This is an optimization exercise on Yosys and OpenROAD, whose aim is small area, not a production implementation.
The RTL was checked by simulation tests, not by an equivalence proof against the original design.
No activity file was given, so power comes from the tool's default toggle rates.

== run R ==
## packet_snooper
module packet_snooper # (
   parameter TDATA_WIDTH = 512,
   parameter TKEEP_WIDTH = TDATA_WIDTH/8
) (
   input wire clk,
   input wire aresetn,
   input wire [TDATA_WIDTH-1:0] in_stream_TDATA,
   input wire [TKEEP_WIDTH-1:0] in_stream_TKEEP,
   input wire in_stream_TREADY,
   input wire in_stream_TVALID,
   input wire in_stream_TLAST,
   output logic [63:0] flit_count_TDATA,
   output logic [7:0] flit_count_TKEEP,
   input  logic flit_count_TREADY,
   output logic flit_count_TVALID,
   output logic flit_count_TLAST,
   output logic [63:0] packet_count_TDATA,
   output logic [7:0] packet_count_TKEEP,
   input  logic packet_count_TREADY,
   output logic packet_count_TVALID,
   output logic packet_count_TLAST,
   output logic [63:0] cycle_count_TDATA,
   output logic [7:0] cycle_count_TKEEP,
   input  logic cycle_count_TREADY,
   output logic cycle_count_TVALID,
   output logic cycle_count_TLAST,
   input measure,
   output logic [63:0] packet_size,
   output logic packet_size_valid,
   output logic measure_sync_out
);
==> flow/config.mk <==
export PLATFORM = sky130hd
export DESIGN_NAME = packet_snooper
export DESIGN_NICKNAME = packet_snooper
export VERILOG_FILES = /design/flow/design.v
export SDC_FILE = /design/flow/constraint.sdc
export NUM_CORES = 4
export LEC_CHECK = 0
export CAP_MARGIN = 20
export CORE_MARGIN = 2
export CORE_UTILIZATION = 55
export SLEW_MARGIN = 20
==> flow/constraint.sdc <==
create_clock -name core_clock -period 5.0 [get_ports {clk}]
set_input_delay 1.0000 -clock core_clock [delete_from_list [all_inputs] [get_ports {clk}]]
set_output_delay 1.0000 -clock core_clock [all_outputs]
set_load 0.01 [all_outputs]
standard.sh (not shown) runs the stock make flow with config.mk's settings and CLKGATE_MAP_FILE= SYNTH_SCRIPT=/design/flow/synth_recipe.tcl, a recipe that flattens the netlist after the stock synthesis.
==> flow/flow/run.sh <==
#!/bin/bash
set -euo pipefail
export BUFFER_PORTS_ARGS="-buffer_cell sky130_fd_sc_hd__buf_1"
export CTS_ARGS="-sink_clustering_enable -repair_clock_nets -dont_use_dummy_load -buf_list sky130_fd_sc_hd__clkbuf_4 -sink_clustering_size 14 -sink_clustering_max_diameter 50"
bash standard.sh > flow_standard.log 2>&1
FAIL run R @ I/O pin placement (3_2_place_iop): tool exited with error
Input-level comparison between run B and run R:
==> flow/flow/run.sh <==
#!/bin/bash
set -euo pipefail
export BUFFER_PORTS_ARGS="-buffer_cell sky130_fd_sc_hd__buf_1"
export CTS_ARGS="-sink_clustering_enable -repair_clock_nets -dont_use_dummy_load -buf_list sky130_fd_sc_hd__clkbuf_8 -sink_clustering_size 16 -sink_clustering_max_diameter 50"
bash standard.sh > flow_standard.log 2>&1
diff --git a/flow/config.mk b/flow/config.mk
--- a/flow/config.mk
+++ b/flow/config.mk
@@ -9,3 +9,3 @@
 export CORE_MARGIN = 2
-export CORE_UTILIZATION = 55
+export CORE_UTILIZATION = 30
 export SLEW_MARGIN = 20
## What came out
Run B ended with every stage complete and zero timing, DRC or antenna violations. Reported for run B and run R, share of synthesized cell area in and, or, nand and nor gates turned out identical to the last digit. Relative to run R, the die extent in x measured on run B has increased by more than a quarter. Run R → run B: overall die height +about 35%, number of standard cells after synthesis ~0 delta. Starting density of the core in run B is 26 points below run R.

== build 74 ==
packet_snooper, a different RTL version from the one above (not shown whole).
For scale: roughly 1,400 cells after synthesis, roughly 460 flip-flops, roughly 870 I/O pins, ~19,000 sq um of cells after synthesis.
==> flow/config.mk <==
export PLATFORM = sky130hd
export DESIGN_NAME = packet_snooper
export DESIGN_NICKNAME = packet_snooper
export VERILOG_FILES = /design/flow/design.v
export SDC_FILE = /design/flow/constraint.sdc
export NUM_CORES = 4
export LEC_CHECK = 0
export CAP_MARGIN = 20
export CORE_MARGIN = 2
export CORE_UTILIZATION = 30
export SLEW_MARGIN = 20
==> flow/constraint.sdc <==
create_clock -name core_clock -period 5.0 [get_ports {clk}]
set_input_delay 1.0000 -clock core_clock [delete_from_list [all_inputs] [get_ports {clk}]]
set_output_delay 1.0000 -clock core_clock [all_outputs]
set_load 0.01 [all_outputs]
==> flow/flow/run.sh <==
#!/bin/bash
set -euo pipefail
export BUFFER_PORTS_ARGS="-buffer_cell sky130_fd_sc_hd__buf_1"
export SKIP_REPAIR_TIE_FANOUT=1
export CTS_ARGS="-sink_clustering_enable -repair_clock_nets -dont_use_dummy_load -buf_list sky130_fd_sc_hd__clkbuf_4 -sink_clustering_size 10 -sink_clustering_max_diameter 50"
bash standard.sh > flow_standard.log 2>&1
Having completed the whole flow, build 74 delivered a layout that passed the timing, DRC and antenna checks.
Modified inputs, build 95 compared to build 74
-- flow/flow/run.sh --
<<< build 74, line 4
export SKIP_REPAIR_TIE_FANOUT=1
>>> build 95, line 4
==> notes.md <==
- Sort build 74 and build 95 by post-route clock period utilization desc -> top: build 95
- Relative to build 74, build 95 degrades first-pass GRT wire length.
- Build 95 ended up with packet_counter[62]$_DFF_P_ as its endpoint of the worst setup timing path; build 74 ended up with cycle_counter[63]$_DFF_P_.
- Final period demand of the worst path: build 95 vs build 74 up 37 ps
- From build 74 to build 95 the numbers moved as follows: post-CTS clock slew at the launch and capture registers of the worst setup and hold paths was more or less identical; cell area after layout went up by about 0.37%; worst slack after detailed placement went down by 110 ps.
#### Input delta (build 54 over build 95)
==> flow/flow/run.sh <==
#!/bin/bash
set -euo pipefail
export BUFFER_PORTS_ARGS="-buffer_cell sky130_fd_sc_hd__buf_1"
export CTS_ARGS="-sink_clustering_enable -repair_clock_nets -dont_use_dummy_load -buf_list sky130_fd_sc_hd__clkbuf_4 -sink_clustering_size 12 -sink_clustering_max_diameter 40"
bash standard.sh > flow_standard.log 2>&1
Results
The final layout from build 54, which completed every stage, passed the timing, DRC and antenna checks at the end of the flow.
Between build 54 and build 95, the core utilization of the finished layout does not differ in any meaningful way.
packet_counter[62]$_DFF_P_ as the timing endpoint of the critical path was reported by build 95, and cycle_counter[46]$_DFF_P_ by build 54.
For proportion of final cell area spent on non-clock buffers, build 95 and build 54 come out practically identical.
Looking at worst hold slack, build 54 sits 57 ps higher than build 95 does.
As far as wire length of the first global-routing pass is concerned, build 54 and build 95 perform about the same.
Summary of build 54 over build 95: number of clock buffers in the layout went up, global-route usage over all layers saw little to no change, total wire length now sits at about the same level, final area higher.
Clock slew at the register clock pins of the worst setup and hold paths of build 95 is on par with build 54.
Build 54 against build 95: final-layout fill cell count now sits at about the same level, post-detailed-route wirelength per cell -0.065 um.

== main ==
packet_snooper with an RTL version that a note above also has.
Size in the first run: about 1400 cells after synthesis, ~19000 sq um of cells after synthesis.
export LEC_CHECK = 0
export CAP_MARGIN = 20
export CORE_MARGIN = 2
export CORE_UTILIZATION = 55
export SLEW_MARGIN = 20
create_clock -name core_clock -period 5.0 [get_ports {clk}]
==> flow/flow/run.sh <==
#!/bin/bash
set -euo pipefail
export BUFFER_PORTS_ARGS="-buffer_cell sky130_fd_sc_hd__buf_1"
export CTS_ARGS="-sink_clustering_enable -repair_clock_nets -dont_use_dummy_load -buf_list sky130_fd_sc_hd__clkbuf_4 -sink_clustering_size 10 -sink_clustering_max_diameter 50"
bash standard.sh > flow_standard.log 2>&1
Flow for main halted at I/O pin placement, error code PPL-0024.
Modified inputs, the feature branch compared to main
# main
export LEC_CHECK = 0
export CAP_MARGIN = 20
export CORE_MARGIN = 2
export CORE_UTILIZATION = 55
export SLEW_MARGIN = 20
create_clock -name core_clock -period 5.0 [get_ports {clk}]
# the feature branch
export LEC_CHECK = 0
export CAP_MARGIN = 20
export CORE_MARGIN = 2
export CORE_UTILIZATION = 30
export SLEW_MARGIN = 20
create_clock -name core_clock -period 5.0 [get_ports {clk}]
Findings:
- The feature branch went all the way through the flow, and no timing, DRC or antenna check failed.
- Comparing main against the feature branch, there is no change at all in register area share after synthesis.
- Cmp the feature branch vs main: vertical extent of the die higher in the feature branch
- [compare] base=main new=the feature branch: count of flip-flops with a built-in enable after synthesis held, fraction of synthesized cell area in xor and xnor cells ~0 delta, chip width increased about 35%, number of instances in the synthesized netlist level.
- The feature branch -> main: synthesized area delta 0, exact match
- Between the feature branch and main, the difference in synthesis-stage register bit count is negligible.
- Effective utilization at floorplan: the feature branch vs main down 26 points
- Basic-gate share of the synthesized area counting and, or, nand and nor cells came out exactly the same in the feature branch and main.

RTL: one of the versions met above, not the one the previous note started from.
Size: roughly 1400 cells after synthesis, about 460 flip-flops, roughly 870 I/O pins, roughly 19000 µm² of cells after synthesis.
Design packet_snooper, start of the top module:
module packet_snooper # (
   parameter TDATA_WIDTH = 512,
   parameter TKEEP_WIDTH = TDATA_WIDTH/8
) (
   input wire clk,
   input wire aresetn,
   input wire [TDATA_WIDTH-1:0] in_stream_TDATA,
   input wire [TKEEP_WIDTH-1:0] in_stream_TKEEP,
   input wire in_stream_TREADY,
   input wire in_stream_TVALID,
   input wire in_stream_TLAST,
   output logic [63:0] flit_count_TDATA,
   output logic [7:0] flit_count_TKEEP,
   input  logic flit_count_TREADY,
   output logic flit_count_TVALID,
   output logic flit_count_TLAST,
   output logic [63:0] packet_count_TDATA,
   output logic [7:0] packet_count_TKEEP,
   input  logic packet_count_TREADY,
   output logic packet_count_TVALID,
   output logic packet_count_TLAST,
   output logic [63:0] cycle_count_TDATA,
   output logic [7:0] cycle_count_TKEEP,
   input  logic cycle_count_TREADY,
   output logic cycle_count_TVALID,
   output logic cycle_count_TLAST,
   input measure,
   output logic [63:0] packet_size,
   output logic packet_size_valid,
   output logic measure_sync_out
);
   logic active, first, sum_zero;
   logic [6:0] bytes_in_flit;
   logic [63:0] flit_counter, packet_counter, cycle_counter;
   wire st_meas = active & measure_sync_out;
   wire st_done = active & ~measure_sync_out;
  ...
clock: 5.0 ns
lec_check: 0
cap_margin: 20
core_margin: 2
core_utilization: 30
gpl_timing_driven: 0
place_density: 0.9
slew_margin: 20
==> flow/flow/run.sh <==
#!/bin/bash
# Layout flow: the standard flow (standard synthesis unchanged), with
#  - the port buffers made from the smallest buffer cell,
#  - one tie cell for the constant outputs (no tie fanout repair),
#  - a clock tree of small clock buffers, clustered, without dummy loads.
# ORFS writes each step's full log under orfs/logs; make's own output goes
# to flow_standard.log.
set -euo pipefail
export BUFFER_PORTS_ARGS="-buffer_cell sky130_fd_sc_hd__buf_1"
export SKIP_REPAIR_TIE_FANOUT=1
export CTS_ARGS="-sink_clustering_enable -repair_clock_nets -dont_use_dummy_load -buf_list sky130_fd_sc_hd__clkbuf_4 -sink_clustering_size 10 -sink_clustering_max_diameter 50"
bash standard.sh > flow_standard.log 2>&1
==> next run, changes <==
--- a/flow/config.mk
+++ b/flow/config.mk
@@ -8 +8 @@
-export CAP_MARGIN = 20
+export CAP_MARGIN = 0
@@ -11,3 +11 @@
-export GPL_TIMING_DRIVEN = 0
-export PLACE_DENSITY = 0.9
-export SLEW_MARGIN = 20
+export SLEW_MARGIN = 0
Result: Die area stays the same; sequential share of layout area is higher by 0.53 points; via count is lower by 2.5%; hold slack got worse by 0.012 ns; power is higher by 0.40%; wire length barely changes; sequential cell count stays the same; combinational power is lower by 8.4%; clock skew is about the same.
==> next run, changes <==
--- a/flow/config.mk
+++ b/flow/config.mk
@@ -8 +8 @@
-export CAP_MARGIN = 0
+export CAP_MARGIN = 20
@@ -11 +11 @@
-export SLEW_MARGIN = 0
+export SLEW_MARGIN = 20
Effect:
- The changed run ran to the end with no violations
- power is unchanged
- routed wire length stays the same
- die area does not change
- via count is unchanged
- area after synthesis does not change
- hold slack does not change
- synthesized cell count stays the same
- global-route usage stays the same
- count of clock-buffer cells in the layout stays the same
- utilization is unchanged
- sequential share of layout area does not change

[port drivers added, routing unchanged]
In the flow no input, the clock included, has a driving cell. The finished layouts below were timed again as built, in two steps.
Step 1, drivers: a clkbuf_16 drives clk and a buf_2 each remaining input, both assumed.
Step 2 moves the port delays by t, midway between the first and last clock arrival at a register: inputs arrive t later, outputs are due t later. That takes back most of the time a late clock gives input paths.
a / b / c = no drivers / after step 1 / after step 2; a / b = the first two.
| run | t, ns | setup slack, ns | clock arrival spread, ns | worst slew at a driven data input, ns |
|---|---|---|---|---|
| run B | 0.647 | 0.660 / 0.685 / 0.038 | 0.129 / 0.128 | 0.07 |
| build 74 | 0.806 | 0.711 / 0.711 / 0.135 | 0.157 / 0.157 | 0.08 |
| build 95 | 0.797 | 0.674 / 0.674 / 0.065 | 0.177 / 0.177 | 0.07 |
| build 54 | 0.799 | 0.641 / 0.641 / -0.003 | 0.141 / 0.141 | 0.07 |
| the feature branch | 0.783 | 0.687 / 0.687 / 0.057 | 0.163 / 0.163 | 0.07 |
| the first run of note 4 | 0.750 | 0.536 / 0.557 / -0.186 | 0.161 / 0.162 | 0.09 |
| the second run of note 4 | 0.806 | 0.711 / 0.711 / 0.135 | 0.157 / 0.157 | 0.08 |
| the third run of note 4 | 0.806 | 0.711 / 0.711 / 0.135 | 0.157 / 0.157 | 0.08 |
With both steps, setup timing fails in build 54 and the first run of note 4, where it was met with ideal ports. The setup slack of the first run of note 4, which loses most, moves by +0.021 ns with the drivers and by -0.722 ns with both steps.
